From an optimization exercise on the open Yosys and OpenROAD flow, aimed at small area, a short achievable clock period and few clock cycles; shortcuts taken in it are not production practice.
Only simulation tests tie the RTL to the original design; equivalence was not proved.
Power and IR drop assume default switching activity.

==> flow/design.v <==
module mag_cmp2 (
    input  wire [30:0] a,
    input  wire [30:0] b,
    output wire [3:0]  p       
);
    assign p = {a[30:15] > b[30:15], a[30:15] < b[30:15],
                a[14:0]  > b[14:0],  a[14:0]  < b[14:0]};
endmodule
module fp_class (
    input  wire [31:0] x,
    output wire [2:0]  c
);
    assign c = {x[31], (x[30:23] == 8'hff) && (x[22:0] != 0), x[30:23] == 8'h00};
endmodule
module fp_gt_s2 (
    input  wire [3:0] p,
    input  wire [2:0] ca,
    input  wire [2:0] cb,
    output wire       a_gt_b,
    output wire       b_gt_a
);
    wire gh = p[3], lh = p[2], gl = p[1], ll = p[0];
    wire mg = gh || (!lh && gl);
    wire ml = lh || (!gh && ll);
    wire sa = ca[2], sb = cb[2];
    wire ok = !ca[1] && !cb[1] && !(ca[0] && cb[0]);
    assign a_gt_b = ok && ((!sa && sb) || (!sa && !sb && mg) || (sa && sb && ml));
    assign b_gt_a = ok && ((sa && !sb) || (!sa && !sb && ml) || (sa && sb && mg));
endmodule
module peak_finder_fp (
    input clk,
    input rst_n,
    output reg [12:0] bram_addr,
    input wire [31:0] bram_data,
    output reg [0:0]  web,
    output wire [6:0] addrb,
    output wire [44:0] dinb,
    input wire [31:0] threshold,
    input wire        start,
    output reg        done
);
    localparam T_NONE = 3'd0, T_BF = 3'd1, T_B1 = 3'd2, T_BM = 3'd3, T_BL = 3'd4,
               T_TS = 3'd5, T_TP = 3'd6, T_FIN = 3'd7;
    localparam S_IDLE = 3'd0, S_BASE = 3'd1, S_RR = 3'd2, S_RRT = 3'd3,
               S_REP = 3'd4, S_FINW = 3'd5;
    localparam D_NB = 2'd0, D_TS = 2'd1, D_LNB = 2'd2, D_BF = 2'd3;
    reg [2:0] st;
    reg [2:0] tA, tB, tC, tD;
    reg [2:0] bc;           
    reg [2:0] cd;           
    reg [1:0] dt;           
    reg [6:0] off;          
    reg [12:0] E;           
    reg [31:0] r1;          
    reg [3:0]  pw, pt;      
    reg [2:0]  cw, cp, ct;  
    reg [12:0] widx;
    reg [5:0]  cnt;         
    reg        cand;
    reg        SF;          
    reg [3:0]  S;           
    reg        lastc;       
    reg        PF, PL;      
    reg [3:0]  PS;
    assign addrb = {1'b0, cnt};
    assign dinb  = {widx, r1};
    wire [3:0] pw_n, pt_n;
    mag_cmp2 m1w (.a(bram_data[30:0]), .b(r1[30:0]),        .p(pw_n));
    mag_cmp2 m1t (.a(bram_data[30:0]), .b(threshold[30:0]), .p(pt_n));
    wire [2:0] cw_n, ct_n;
    fp_class kw (.x(bram_data), .c(cw_n));
    fp_class kt (.x(threshold), .c(ct_n));
    wire f_wr, f_rw, f_wt, f_tw;
    fp_gt_s2 c2w (.p(pw), .ca(cw), .cb(cp), .a_gt_b(f_wr), .b_gt_a(f_rw));
    fp_gt_s2 c2t (.p(pt), .ca(cw), .cb(ct), .a_gt_b(f_wt), .b_gt_a(f_tw));
    wire confirm = (tC == T_TS) || ((tD == T_TP) && f_wr);
    wire term    = confirm && (cnt == 6'd34);
    wire bl_issue = (st == S_BASE) && (bc == 3'd1);
    wire op_ok    = (dt == D_TS) ? !cd[0] :
                    (dt == D_NB || dt == D_LNB) ? !cd[1] : 1'b1;
    wire rr_go    = (st == S_RR) && op_ok;
    wire xfer     = (tD == T_BF);
    wire pg0      = (E == 13'd893);
    wire pg0_n    = bl_issue ? (bram_addr == 13'd956) : pg0;
    wire phantom  = (E == 13'd8154);
    wire [3:0] PS_clr = {1'b0, PS[2] & PS[3], PS[1] & (|PS[3:2]), PS[0] & (|PS[3:1])};
    function [8:0] desc(input f, input [3:0] s, input l, input g0);
        casez ({f, s, l})
            6'b1?????: desc = {D_NB, g0 ? 7'd5 : 7'd6};
            6'b01????: desc = {D_TS, 7'd7};
            6'b001???: desc = {D_TS, 7'd8};
            6'b0001??: desc = {D_TS, 7'd9};
            6'b00001?: desc = {D_TS, 7'd10};
            6'b000001: desc = {D_LNB, 7'd12};
            default:   desc = {D_BF, 7'd113};
        endcase
    endfunction
    reg        PF_n, PL_n;
    reg [3:0]  PS_n;
    reg [1:0]  dt_n;
    reg [6:0]  off_n;
    always @(*) begin
        PF_n = PF; PS_n = PS; PL_n = PL;
        dt_n = dt; off_n = off;
        if (xfer) begin
            PF_n = SF; PS_n = S; PL_n = lastc;
            {dt_n, off_n} = desc(SF, S, lastc, pg0_n);
        end else if (rr_go) begin
            case (dt)
                D_NB: begin
                    PF_n = 1'b0;
                    dt_n = desc(1'b0, PS, PL, 1'b0) >> 7;
                    off_n = pg0 ? 7'd6 : 7'd7;
                end
                D_TS: begin
                    PS_n = PS_clr;
                    {dt_n, off_n} = desc(1'b0, PS_clr, PL, 1'b0);
                end
                D_LNB: begin
                    PL_n = 1'b0;
                    dt_n = D_BF;
                    off_n = 7'd11;
                end
                default: ;
            endcase
        end else if (st == S_REP) begin
            {dt_n, off_n} = desc(1'b0, PS, PL, 1'b0);
        end
    end
    wire [12:0] rel_addr = E + {6'd0, off};
    wire [12:0] inc_addr = bram_addr + 13'd1;
    always @(posedge clk) begin
        r1 <= bram_data;
        pw <= pw_n;
        pt <= pt_n;
        cw <= cw_n;
        cp <= cw;
        ct <= ct_n;
        PF <= PF_n;
        PS <= PS_n;
        PL <= PL_n;
        dt <= dt_n;
        off <= off_n;
        cd <= {1'b0, cd[2:1]};
        if (tA == T_TS || tB == T_TP) widx <= bram_addr;
        if (web) cnt <= cnt + 6'd1;
        case (tD)
            T_BF: begin
                S <= 4'd0;
                cand <= f_wt;
            end
            T_B1: begin
                SF <= cand & f_rw;
                cand <= f_wt & f_wr;
            end
            T_BM: begin
                S <= {S[2:0], cand & f_rw};
                cand <= f_wt & f_wr;
            end
            T_BL: begin
                S <= {S[2:0], cand & f_rw};
                lastc <= f_wt & f_wr;
            end
            default: ;
        endcase
        bram_addr <= (st == S_IDLE) ? 13'd899 : (st == S_BASE) ? inc_addr : rel_addr;
        case (st)
            S_IDLE: begin  
                bc <= 3'd5;
                SF <= 1'b0; S <= 4'd0; lastc <= 1'b0;
                cnt <= 6'd0;
            end
            S_BASE: begin
                bc <= bc - 3'd1;
                if (bc == 3'd1) E <= {inc_addr[12:6] - 7'd1, inc_addr[5:0]};
            end
            S_RR: begin
                if (op_ok) begin
                    case (dt)
                        D_TS: cd <= 3'b011;
                        D_BF: begin
                            if (!phantom) bc <= 3'd4;
                        end
                    endcase
                end
            end
            S_RRT: cd <= 3'b111;
            default: ;
        endcase
        if (!rst_n) begin
            st <= S_IDLE;
            tA <= T_NONE; tB <= T_NONE; tC <= T_NONE; tD <= T_NONE;
            web <= 1'b0;
            done <= 1'b0;
        end else begin
            if (st == S_IDLE) begin
                tB <= T_NONE;
                tC <= T_NONE;
                tD <= T_NONE;
            end else begin
                tB <= tA;
                tC <= tB;
                tD <= tC;
            end
            web <= confirm && (cnt != 6'd34);
            done <= ((st == S_FINW) && (tD == T_FIN)) || term;
            tA <= T_NONE;
            case (st)
                S_IDLE: begin
                    if (start) begin
                        tA <= T_BF;
                        st <= S_BASE;
                    end
                end
                S_BASE: begin
                    tA <= (bc == 3'd1) ? T_BL : (tA == T_BF) ? T_B1 : T_BM;
                    if (bc == 3'd1) st <= S_RR;
                end
                S_RR: begin
                    if (op_ok) begin
                        case (dt)
                            D_NB:  st <= S_RRT;
                            D_TS: tA <= T_TS;
                            D_LNB: st <= S_RRT;
                            default: begin
                                if (phantom) begin
                                    tA <= T_FIN;
                                    st <= S_FINW;
                                end else begin
                                    tA <= T_BF;
                                    st <= S_BASE;
                                end
                            end
                        endcase
                    end
                end
                S_RRT: begin
                    tA <= T_TP;
                    st <= S_REP;
                end
                S_REP: st <= S_RR;
                S_FINW: begin
                    if (tD == T_FIN) st <= S_IDLE;
                end
                default: st <= S_IDLE;
            endcase
            if (term) begin
                st <= S_IDLE;
                tA <= T_NONE;
            end
        end
    end
endmodule
Settings: LEC_CHECK=0, CAP_MARGIN=20, CORE_MARGIN=2, CORE_UTILIZATION=40, CTS_BUF_LIST=sky130_fd_sc_hd__clkbuf_8, CTS_CLUSTER_SIZE=30, SETUP_SLACK_MARGIN=2.9, SLEW_MARGIN=20; clock period 5.0 ns.
standard.sh (not shown) runs the stock make flow with config.mk's settings and CLKGATE_MAP_FILE= SYNTH_SCRIPT=/design/flow/synth_recipe.tcl, a recipe that flattens the netlist after the stock synthesis.
==> flow/flow/run.sh <==
#!/bin/bash
# The standard layout (the standard.sh, standard synthesis unchanged), with
# the port buffers that placement inserts made of sky130_fd_sc_hd__buf_1
# instead of the resizer's default pick. Every port still gets its buffer.
set -euo pipefail
bash standard.sh "BUFFER_PORTS_ARGS=-buffer_cell sky130_fd_sc_hd__buf_1" finish > standard.log 2>&1
Testbench counts at the start, summed over its fixed seeds: cycles 20,406.
Change:
Settings changed: CAP_MARGIN 20 to 0, CTS_CLUSTER_SIZE 30 to default, SETUP_SLACK_MARGIN 2.9 to 2.91, SLEW_MARGIN 20 to 0.
- The changed run completed without violations
- worst setup slack gets worse by 0.036 ns
- global-route usage drops by 0.36 points
- final cell count barely changes
- flip-flop and latch count stays the same
- clock skew barely changes
- sequential share of layout area decreases by 0.29 points
- critical path depth stays the same
- count of clock-buffer cells in the layout is unchanged
- power went up by about 4%
- die area is unchanged
Change:
Settings changed: CAP_MARGIN 0 to 20, SETUP_SLACK_MARGIN 2.91 to 2.95, SLEW_MARGIN 0 to 20.
=> The new run completed with no timing, DRC or antenna violations; total power rises by a few percent; utilization rises by 1.2 points; global-route usage stays flat.
Change:
==> flow/flow/run.sh (replaced) <==
#!/bin/bash
# The standard layout (the standard.sh, standard synthesis unchanged), with
# the port buffers that placement inserts made of sky130_fd_sc_hd__buf_2
# instead of the resizer's default pick. Every port still gets its buffer.
set -euo pipefail
bash standard.sh "BUFFER_PORTS_ARGS=-buffer_cell sky130_fd_sc_hd__buf_2" finish > standard.log 2>&1
Settings changed: CAP_MARGIN 20 to 0, SLEW_MARGIN 20 to 0.
What happened:
- clock power drops by 14%
- clock-buffer cell count stays the same
- design area climbs by 0.34%
- cell count hardly moves
- area after synthesis does not change
- fmax falls by 0.52%
- worst hold slack gets worse by 0.012 ns

Starts from the design.v that is shown in full above.
Settings: LEC_CHECK=0, CAP_MARGIN=20, CORE_MARGIN=2, CORE_UTILIZATION=40, CTS_BUF_LIST=sky130_fd_sc_hd__clkbuf_8, SETUP_SLACK_MARGIN=2.85, SLEW_MARGIN=20; clock period 5.0 ns.
==> flow/flow/run.sh <==
#!/bin/bash
# The standard layout (the standard.sh, standard synthesis unchanged), with
# the port buffers that placement inserts made of sky130_fd_sc_hd__buf_1
# instead of the resizer's default pick. Every port still gets its buffer.
set -euo pipefail
bash standard.sh "BUFFER_PORTS_ARGS=-buffer_cell sky130_fd_sc_hd__buf_1" finish > standard.log 2>&1
The starting point went through all stages and came out clean.
Testbench counts at the start, summed over its fixed seeds: cycles 20,406.
Edit:
--- a/flow/config.mk
+++ b/flow/config.mk
@@ -8 +8 @@
-export CAP_MARGIN = 20
+export CAP_MARGIN = 0
@@ -11,3 +11,3 @@
-export CTS_BUF_LIST = sky130_fd_sc_hd__clkbuf_8
-export SETUP_SLACK_MARGIN = 2.85
-export SLEW_MARGIN = 20
+export CTS_BUF_LIST = sky130_fd_sc_hd__clkbuf_8 sky130_fd_sc_hd__clkbuf_16
+export SETUP_SLACK_MARGIN = 2.9
+export SLEW_MARGIN = 0
After rerunning: Total power increases by 11%. Clock-buffer cell count stays the same. Sequential power stays flat.
Edit:
--- a/flow/config.mk
+++ b/flow/config.mk
@@ -10,2 +10,2 @@
-export CORE_UTILIZATION = 40
-export CTS_BUF_LIST = sky130_fd_sc_hd__clkbuf_8 sky130_fd_sc_hd__clkbuf_16
+export CORE_UTILIZATION = 43
+export CTS_BUF_LIST = sky130_fd_sc_hd__clkbuf_8
Outcome: The changed run completed without violations; global-route usage went up by 1.5 points; worst hold slack gets worse by 0.0046 ns; sequential power barely changes.
Edit:
--- a/flow/config.mk
+++ b/flow/config.mk
@@ -8 +8 @@
-export CAP_MARGIN = 0
+export CAP_MARGIN = 10
@@ -10 +10 @@
-export CORE_UTILIZATION = 43
+export CORE_UTILIZATION = 40
@@ -13 +13 @@
-export SLEW_MARGIN = 0
+export SLEW_MARGIN = 10
Outcome: The new run produced a clean layout; synthesized cell count is unchanged; via count is lower slightly; setup slack is better by 0.047 ns; wire length is lower slightly; first-iteration DRC count is higher by about a fifth; sequential share of layout area is higher by 0.36 points; design area is lower slightly.
Edit:
--- a/flow/config.mk
+++ b/flow/config.mk
@@ -8 +8 @@
-export CAP_MARGIN = 10
+export CAP_MARGIN = 20
@@ -13 +13 @@
-export SLEW_MARGIN = 10
+export SLEW_MARGIN = 20
What happened: Synthesized cell count stays the same. Worst hold slack stays flat. Power hardly moves. Wire length came out higher by 0.38%. Count of clock-buffer cells in the layout stays the same. Design area hardly moves. Critical path depth stays the same. Area after synthesis is unchanged. Setup slack is worse by 0.016 ns. Clock power came out lower by about 0.5%.

== build 11 ==
RTL: the design.v shown in full above, as it stands there.
export LEC_CHECK = 0
export CAP_MARGIN = 0
export CORE_MARGIN = 2
export CORE_UTILIZATION = 40
export CTS_BUF_LIST = sky130_fd_sc_hd__clkbuf_8
export SETUP_SLACK_MARGIN = 2.9
export SLEW_MARGIN = 0
create_clock -name core_clock -period 5.0 [get_ports {clk}]
Scripts as last shown in full above: flow/flow/run.sh
Testbench counts of build 11, summed over its fixed seeds: cycles 20,406.
For build 83, these inputs were changed with respect to build 11:
- GPL_TIMING_DRIVEN newly set to 0
Results
Aggregate negative setup slack essentially unchanged between build 83 and build 11.
Build 83 against build 11; timing-limited maximum frequency is down slightly.
Sort build 11 and build 83 by fraction of met1 tracks used by global routing asc -> top: build 83
Compared with build 11, in build 83 average vias per placed instance shrank by 0.55%, average wire length per cell after detail routing fell by 0.40 um.
Edits applied to the flow inputs when going from build 83 to build 40:
- putting PLACE_DENSITY at 0.65 where nothing was set
- clearing GPL_TIMING_DRIVEN, which used to be 0
Notes after the runs:
For build 83, the endpoint of the most critical setup path was E[12]$_DFFE_PP_, unlike build 40, where it was bram_addr[6].
In the tables for build 83 and build 40, total power reads lower with build 83.
On HPWL reported at the end of detailed placement, the higher figure sits with build 83, not build 40.
Build 40 -> build 83: worst clock skew on the final layout flat
Looking at global router's overall resource usage across build 83 and build 40, the one that comes out lower is build 40.
Compared with build 83, build 40 shows core utilization lower by 0.69 points.
Build 40 against build 83: clock group share of total power higher; post-placement setup slack now larger.
Build 40 vs build 83: longest individual stage delay on the worst path up
Going from build 83 to build 40, register-to-register path setup slack comparable, part of the power in registers now smaller, pin count of the biggest net entering global routing now larger.
#### Input delta (build 89 over build 40)
- changing SLEW_MARGIN from 0 to 20
- changing CAP_MARGIN from 0 to 20
- changing PLACE_DENSITY from 0.65 to 0.7
Results
Looking at final setup slack of the worst path, build 89 sits 0.016 ns above build 40.
Between build 89 and build 40, the difference in number of buffers inserted to repair setup after CTS is negligible.
Build 89 against build 40: time the final worst path needs with I/O delays and setup down 0.016 ns, routed wire length per instance shrank by 0.74%.
Global routing usage summed across all routing layers (lower): build 89
Sequential power: build 89 vs build 40 — no meaningful difference
Cmp build 89 and build 40 / total power / lower: build 40
Per the comparison of build 89 with build 40, fraction of power spent switching nets saw an increase; wire length of the first global-routing pass saw a decrease.
Build 89 went all the way through the flow, and no timing, DRC or antenna check failed.
--- input diff build 89..build 36 ---
- SETUP_SLACK_MARGIN changed from 2.9 to 2.88
- PLACE_DENSITY removed (was 0.7)
- SLEW_MARGIN changed from 20 to 0
- CAP_MARGIN changed from 20 to 0
Notes after the runs:
Final clock period utilization by the worst path across build 36 and build 89: no real change. Clock period minus final worst setup slack of build 36 is on par with build 89. Compared build 89 against build 36; clock-pin slew on the worst setup and hold paths within noise. Density: build 36 sparser than build 89. Power: build 36 draws less than build 89.
[inputs] build 56 vs build 36
- SETUP_SLACK_MARGIN now 2.9, was 2.88
- CORE_UTILIZATION now 37, was 40
Findings:
Of build 56 and build 36, the higher area of the core region belongs to build 56. [compare] base=build 36 new=build 56: number of ordinary and repair buffers in the finished layout +about 4%, final global-route overflow total about even, utilization after layout dropped 2.9 points, non-filler instance count after layout increased by 42 relative to the old numbers. Re number of flip-flops and latches in the synthesized netlist: no difference whatsoever between build 36 and build 56. Build 56 gives more final standard cell area without fillers than build 36 did. Launch point of the critical path: bram_addr[4]$_SDFF_PP0_ -> build 36, r1[31]$_DFF_P_ -> build 56.

afterwards: timing with drivers on the ports:
Ports are ideal in the flow. The routed layouts listed here were re-timed in OpenROAD.
Step 1 sets driving cells, clkbuf_16 on the clock port and buf_2 on the other inputs (assumed; they add their load-dependent delay and slew).
Step 2 also shifts input and output timing later by t, the mid clock arrival at the registers, as if the neighbouring blocks saw the same clock.
Slacks: ideal / step 1 / step 2; pairs: ideal / step 1.
run | t, ns | slack for setup (ns) | clock arrival spread, ns | worst data-port slew with drivers (ns) | pins driven straight from the clock port
the first run of note 1 | 0.490 | 2.956 / 2.914 / 2.510 | 0.019 / 0.019 | 0.05 | 1
the second run of note 1 | 0.486 | 2.919 / 2.882 / 2.567 | 0.023 / 0.022 | 0.04 | 1
the third run of note 1 | 0.482 | 2.983 / 2.955 / 2.540 | 0.017 / 0.018 | 0.04 | 1
the fourth run of note 1 | 0.492 | 2.972 / 2.932 / 2.569 | 0.015 / 0.014 | 0.04 | 1
the first run of note 2 | 0.495 | 2.918 / 2.894 / 2.462 | 0.019 / 0.019 | 0.05 | 1
the second run of note 2 | 0.469 | 2.939 / 2.910 / 2.495 | 0.012 / 0.012 | 0.05 | 1
the third run of note 2 | 0.479 | 2.924 / 2.921 / 2.533 | 0.012 / 0.012 | 0.05 | 1
the fourth run of note 2 | 0.497 | 2.971 / 2.930 / 2.509 | 0.019 / 0.019 | 0.05 | 1
the fifth run of note 2 | 0.490 | 2.956 / 2.914 / 2.510 | 0.019 / 0.019 | 0.05 | 1
build 11 | 0.497 | 2.971 / 2.930 / 2.509 | 0.019 / 0.019 | 0.05 | 1
build 83 | 0.476 | 2.961 / 2.933 / 2.514 | 0.018 / 0.018 | 0.04 | 1
build 40 | 0.483 | 2.935 / 2.897 / 2.548 | 0.012 / 0.012 | 0.05 | 1
build 89 | 0.485 | 2.951 / 2.913 / 2.514 | 0.018 / 0.019 | 0.05 | 1
build 36 | 0.492 | 2.949 / 2.908 / 2.492 | 0.018 / 0.018 | 0.05 | 1
build 56 | 0.480 | 2.963 / 2.923 / 2.580 | 0.019 / 0.020 | 0.05 | 1
After both steps setup and hold are still met in every run listed.
